From an optimization exercise on the open Yosys and OpenROAD flow, aimed at small area and a short achievable clock period; shortcuts taken in it are not production practice.
The RTL was checked by simulation tests, not by an equivalence proof against the original design.
No driver is modelled on the clock port, so clocking that relies on it looks cheaper here than on a real chip.
Power figures rest on the tool's default switching activity, not on a simulated workload.

## booth_mul_top
module booth_mul_top(clk, A, B, m, ov);
	input clk;
	input [15:0] A, B;
	output reg [30:0] m;
	output reg ov;
	reg [15:0] a_q, b_q;
	wire [30:0] m_w;
	wire ov_w;
	BoothMUL mul(.A(a_q), .B(b_q), .m(m_w), .ov(ov_w));
	always @(posedge clk) begin
		a_q <= A;
		b_q <= B;
		m <= m_w;
		ov <= ov_w;
	end
endmodule
Size: roughly 870 cells after synthesis, about 65 I/O pins.
clock: 12.2 ns
lec_check: 0
abc_area: 1
cap_margin: 20
core_margin: 2
core_utilization: 50
hold_slack_margin: 0.05
slew_margin: 80
synth_hierarchical: 1
synth_minimum_keep_size: 0
standard.sh (not shown) runs the stock make flow with config.mk's settings and CLKGATE_MAP_FILE= SYNTH_SCRIPT=/design/flow/synth_recipe.tcl, a recipe that flattens the netlist after the stock synthesis.
==> flow/flow/run.sh <==
#!/bin/bash
# The standard layout (standard.sh, unchanged synthesis) with two changes:
# - the port buffers use sky130_fd_sc_hd__buf_1 (every port still gets one);
# - after clock tree synthesis, flow/skew.tcl delays the clock of the output
#   registers m and ov whose data paths are long, by a short chain of clock
#   delay cells (useful skew for the register-to-register path through the
#   multiplier); flow/skew_cells.txt sets the chains.
export BUFFER_PORTS_ARGS="-buffer_cell sky130_fd_sc_hd__buf_1"
export POST_CTS_TCL="$PWD/flow/skew.tcl"
export SKEW_FILE="$PWD/flow/skew_cells.txt"
bash standard.sh > standard.log 2>&1
==> flow/flow/skew.tcl <==
set f [open $::env(SKEW_FILE)]
set lines [split [string trim [read $f]] "\n"]
close $f
set max_slack [lindex $lines 0]
set tiers [lrange $lines 1 end]
set_propagated_clock [all_clocks]
estimate_parasitics -placement
set groups [dict create]
foreach c [all_registers -cells] {
  set name [get_full_name $c]
  if {![regexp {^(m\[[0-9]+\]|ov)\$} $name]} { continue }
  set d [get_pins $name/D]
  set smax [get_property $d slack_max]
  set smin [get_property $d slack_min]
  set tier -1
  if {$smax < $max_slack} {
    for {set t 0} {$t < [llength $tiers]} {incr t} {
      if {$smin > [lindex [lindex $tiers $t] 0]} { set tier $t; break }
    }
  }
  puts "skew: $name setup slack $smax hold slack $smin tier $tier"
  if {$tier < 0} { continue }
  set net [get_full_name [get_nets -of_objects [get_pins $name/CLK]]]
  dict lappend groups "$net $tier" "$name/CLK"
}
set k 0
dict for {key pins} $groups {
  lassign $key netname tier
  puts "skew: net $netname tier $tier drives [llength $pins] output registers"
  set cur $netname
  foreach cell [split [lindex [lindex $tiers $tier] 1] ","] {
    insert_buffer -buffer_cell $cell -net [get_nets $cur] -load_pins [get_pins $pins] -buffer_name "skew_buf_$k"
    incr k
    set cur [get_full_name [get_nets -of_objects [get_pins [lindex $pins 0]]]]
  }
}
detailed_placement
check_placement -verbose
estimate_parasitics -placement
report_clock_skew
report_checks -path_delay max -digits 3
report_checks -path_delay min -digits 3
==> flow/flow/skew_cells.txt <==
8.3
1.1 sky130_fd_sc_hd__clkdlybuf4s50_1,sky130_fd_sc_hd__clkdlybuf4s25_1,sky130_fd_sc_hd__clkbuf_4
0.8 sky130_fd_sc_hd__clkdlybuf4s50_1,sky130_fd_sc_hd__clkbuf_4
Rerun with:
==> flow/flow/skew_cells.txt (replaced) <==
8.3
0.9 sky130_fd_sc_hd__clkdlybuf4s50_1,sky130_fd_sc_hd__clkdlybuf4s18_1,sky130_fd_sc_hd__clkbuf_4
- fmax came out higher by 5.5%
- cell area hardly moves
- worst hold slack is worse by 230 ps
Rerun with:
==> flow/flow/skew_cells.txt (replaced) <==
8.3
0.9 sky130_fd_sc_hd__clkdlybuf4s50_1,sky130_fd_sc_hd__clkdlybuf4s25_1,sky130_fd_sc_hd__clkbuf_4
After rerunning: Register-to-register slack improves by 60 ps. Via count does not change. Cell count is unchanged. Total power hardly moves. Die area stays the same. Worst setup slack degrades by 23 ps. Synthesized area is unchanged.
Rerun with:
==> flow/flow/run.sh (replaced) <==
#!/bin/bash
# The standard layout (standard.sh, unchanged synthesis) with two changes:
# - the port buffers use sky130_fd_sc_hd__buf_1 (every port still gets one);
# - after clock tree synthesis, flow/skew.tcl delays the clock of the output
#   registers m and ov by a short chain of clock delay cells (useful skew for
#   the register-to-register path through the multiplier).
export BUFFER_PORTS_ARGS="-buffer_cell sky130_fd_sc_hd__buf_1"
export POST_CTS_TCL="$PWD/flow/skew.tcl"
export SKEW_CELLS="$(cat flow/skew_cells.txt)"
bash standard.sh > standard.log 2>&1
==> flow/flow/skew.tcl (replaced) <==
# POST_CTS_TCL hook: delay the clock of the output registers (m, ov) so that
# the long register-to-register path through the multiplier (a_q/b_q -> m)
# gets more time. The output ports, which m and ov drive, lose the same time
# (they have plenty). Every cell added is a clock buffer or delay cell on the
# clock net; the registers themselves are untouched.
set cells [split $::env(SKEW_CELLS) ","]
set_propagated_clock [all_clocks]
set groups [dict create]
foreach c [all_registers -cells] {
  set name [get_full_name $c]
  if {[regexp {^(m\[[0-9]+\]|ov)\$} $name]} {
    set pin [get_pins -of_objects $c -filter "direction==input"]
    foreach p $pin {
      if {[get_property $p lib_pin_name] eq "CLK"} {
        set net [get_full_name [get_nets -of_objects $p]]
        dict lappend groups $net [get_full_name $p]
      }
    }
  }
}
set k 0
dict for {netname pins} $groups {
  puts "skew: net $netname drives [llength $pins] output registers"
  set cur $netname
  foreach cell $cells {
    insert_buffer -buffer_cell $cell -net [get_nets $cur] -load_pins [get_pins $pins] -buffer_name "skew_buf_$k"
    incr k
    set cur [get_full_name [get_nets -of_objects [get_pins [lindex $pins 0]]]]
  }
}
detailed_placement
check_placement -verbose
estimate_parasitics -placement
report_clock_skew
report_checks -path_delay max -digits 3
report_checks -path_delay min -digits 3
==> flow/flow/skew_cells.txt (replaced) <==
sky130_fd_sc_hd__clkdlybuf4s50_1,sky130_fd_sc_hd__clkdlybuf4s25_1,sky130_fd_sc_hd__clkbuf_4
--- a/flow/config.mk
+++ b/flow/config.mk
@@ -11,3 +11,3 @@
 export CORE_UTILIZATION = 50
-export HOLD_SLACK_MARGIN = 0.05
+export HOLD_SLACK_MARGIN = 0.1
 export SLEW_MARGIN = 80
After rerunning: The new run passed the timing, DRC and antenna checks; final cell count rose by about 1.5%; worst setup slack is worse by 420 ps; synthesized cell count does not change; fmax fell by about 9%; wire length rose by about 1.8%.
Rerun with:
==> flow/flow/run.sh (replaced) <==
#!/bin/bash
# The standard layout (standard.sh, unchanged synthesis) with two changes:
# - the port buffers use sky130_fd_sc_hd__buf_1 (every port still gets one);
# - after clock tree synthesis, flow/skew.tcl delays the clock of the output
#   registers m and ov whose data paths are long, by a short chain of clock
#   delay cells (useful skew for the register-to-register path through the
#   multiplier); flow/skew_cells.txt sets the chains.
export BUFFER_PORTS_ARGS="-buffer_cell sky130_fd_sc_hd__buf_1"
export POST_CTS_TCL="$PWD/flow/skew.tcl"
export SKEW_FILE="$PWD/flow/skew_cells.txt"
bash standard.sh > standard.log 2>&1
==> flow/flow/skew.tcl (replaced) <==
set f [open $::env(SKEW_FILE)]
set lines [split [string trim [read $f]] "\n"]
close $f
set max_slack [lindex $lines 0]
set tiers [lrange $lines 1 end]
set_propagated_clock [all_clocks]
estimate_parasitics -placement
set groups [dict create]
foreach c [all_registers -cells] {
  set name [get_full_name $c]
  if {![regexp {^(m\[[0-9]+\]|ov)\$} $name]} { continue }
  set d [get_pins $name/D]
  set smax [get_property $d slack_max]
  set smin [get_property $d slack_min]
  set tier -1
  if {$smax < $max_slack} {
    for {set t 0} {$t < [llength $tiers]} {incr t} {
      if {$smin > [lindex [lindex $tiers $t] 0]} { set tier $t; break }
    }
  }
  puts "skew: $name setup slack $smax hold slack $smin tier $tier"
  if {$tier < 0} { continue }
  set net [get_full_name [get_nets -of_objects [get_pins $name/CLK]]]
  dict lappend groups "$net $tier" "$name/CLK"
}
set k 0
dict for {key pins} $groups {
  lassign $key netname tier
  puts "skew: net $netname tier $tier drives [llength $pins] output registers"
  set cur $netname
  foreach cell [split [lindex [lindex $tiers $tier] 1] ","] {
    insert_buffer -buffer_cell $cell -net [get_nets $cur] -load_pins [get_pins $pins] -buffer_name "skew_buf_$k"
    incr k
    set cur [get_full_name [get_nets -of_objects [get_pins [lindex $pins 0]]]]
  }
}
detailed_placement
check_placement -verbose
estimate_parasitics -placement
report_clock_skew
report_checks -path_delay max -digits 3
report_checks -path_delay min -digits 3
==> flow/flow/skew_cells.txt (replaced) <==
8.3
0.9 sky130_fd_sc_hd__clkdlybuf4s50_1,sky130_fd_sc_hd__clkdlybuf4s25_1,sky130_fd_sc_hd__clkbuf_4
--- a/flow/config.mk
+++ b/flow/config.mk
@@ -11,3 +11,4 @@
 export CORE_UTILIZATION = 50
-export HOLD_SLACK_MARGIN = 0.1
+export CTS_BUF_LIST = sky130_fd_sc_hd__clkbuf_8
+export HOLD_SLACK_MARGIN = 0.05
 export SLEW_MARGIN = 80
After rerunning: The changed run ran to the end with no violations; register-to-register slack improved by 480 ps; via count is lower by about 0.56%; cell area goes down by about 3%; clock power decreases by 34%; combinational power hardly moves; die area stays the same; utilization went down by 1.7 points; total power came out lower by 4.9%.
Rerun with:
==> flow/flow/run.sh (replaced) <==
#!/bin/bash
# The standard layout (standard.sh, unchanged synthesis) with two changes:
# - the port buffers use sky130_fd_sc_hd__buf_1 (every port still gets one);
# - after clock tree synthesis, flow/skew.tcl delays the clock of the output
#   registers m and ov by a short chain of clock delay cells (useful skew for
#   the register-to-register path through the multiplier).
export BUFFER_PORTS_ARGS="-buffer_cell sky130_fd_sc_hd__buf_1"
export POST_CTS_TCL="$PWD/flow/skew.tcl"
export SKEW_CELLS="$(cat flow/skew_cells.txt)"
bash standard.sh > standard.log 2>&1
==> flow/flow/skew.tcl (replaced) <==
# POST_CTS_TCL hook: delay the clock of the output registers (m, ov) so that
# the long register-to-register path through the multiplier (a_q/b_q -> m)
# gets more time. The output ports, which m and ov drive, lose the same time
# (they have plenty). Every cell added is a clock buffer or delay cell on the
# clock net; the registers themselves are untouched.
set cells [split $::env(SKEW_CELLS) ","]
set_propagated_clock [all_clocks]
set groups [dict create]
foreach c [all_registers -cells] {
  set name [get_full_name $c]
  if {[regexp {^(m\[[0-9]+\]|ov)\$} $name]} {
    set pin [get_pins -of_objects $c -filter "direction==input"]
    foreach p $pin {
      if {[get_property $p lib_pin_name] eq "CLK"} {
        set net [get_full_name [get_nets -of_objects $p]]
        dict lappend groups $net [get_full_name $p]
      }
    }
  }
}
set k 0
dict for {netname pins} $groups {
  puts "skew: net $netname drives [llength $pins] output registers"
  set cur $netname
  foreach cell $cells {
    insert_buffer -buffer_cell $cell -net [get_nets $cur] -load_pins [get_pins $pins] -buffer_name "skew_buf_$k"
    incr k
    set cur [get_full_name [get_nets -of_objects [get_pins [lindex $pins 0]]]]
  }
}
detailed_placement
check_placement -verbose
estimate_parasitics -placement
report_clock_skew
report_checks -path_delay max -digits 3
report_checks -path_delay min -digits 3
==> flow/flow/skew_cells.txt (replaced) <==
sky130_fd_sc_hd__clkdlybuf4s50_1,sky130_fd_sc_hd__clkdlybuf4s50_1,sky130_fd_sc_hd__clkbuf_4
--- a/flow/config.mk
+++ b/flow/config.mk
@@ -11,4 +11,3 @@
 export CORE_UTILIZATION = 50
-export CTS_BUF_LIST = sky130_fd_sc_hd__clkbuf_8
-export HOLD_SLACK_MARGIN = 0.05
+export HOLD_SLACK_MARGIN = 0.1
 export SLEW_MARGIN = 80
The new run finished with timing, DRC and antenna clean.
Routed wire length rose by 2.2%.
Via count grows by 1.7%.
Setup slack got worse by 200 ps.
Area after synthesis does not change.
Sequential cell count does not change.
Cell area came out higher by 4.2%.
Die area stays the same.
Final cell count came out higher by 2.4%.
Power rises by 5.7%.

==> what the ideal ports hide <==
In the flow no input, the clock included, has a driving cell. The finished layouts below were timed again as built, in two steps. Step 1 assumes that a clkbuf_16 drives the clock port and a buf_2 every other input. Step 2, shift: input delay + t, output delay - t, t = (earliest + latest rising clock arrival at the registers) / 2. This alone moves slack from input paths to output paths. Three values: no drivers, after step 1, after step 2; two values: the first two.
| run | t (ns) | setup slack, ns | worst setup path at the end | clock arrival spread, ns | worst data-port slew with drivers (ns) |
|---|---|---|---|---|---|
| the first run | 0.813 | 7.856 / 7.856 / 7.856 | register to register | 0.878 / 0.878 | 0.04 |
| the second run | 0.788 | 8.084 / 8.079 / 8.084 | register to register | 0.827 / 0.827 | 0.04 |
| the third run | 0.817 | 8.061 / 8.021 / 8.141 | register to register | 0.885 / 0.884 | 0.04 |
| the fourth run | 0.818 | 7.643 / 7.643 / 7.643 | register to register | 0.886 / 0.885 | 0.04 |
| the fifth run | 0.844 | 8.033 / 7.995 / 8.124 | register to register | 0.898 / 0.898 | 0.04 |
| the sixth run | 0.929 | 7.837 / 7.798 / 7.869 | register to register | 1.111 / 1.110 | 0.04 |
In every run listed the clock reaches the registers at very different times; t lies between them, and the last value is a rough guide only.
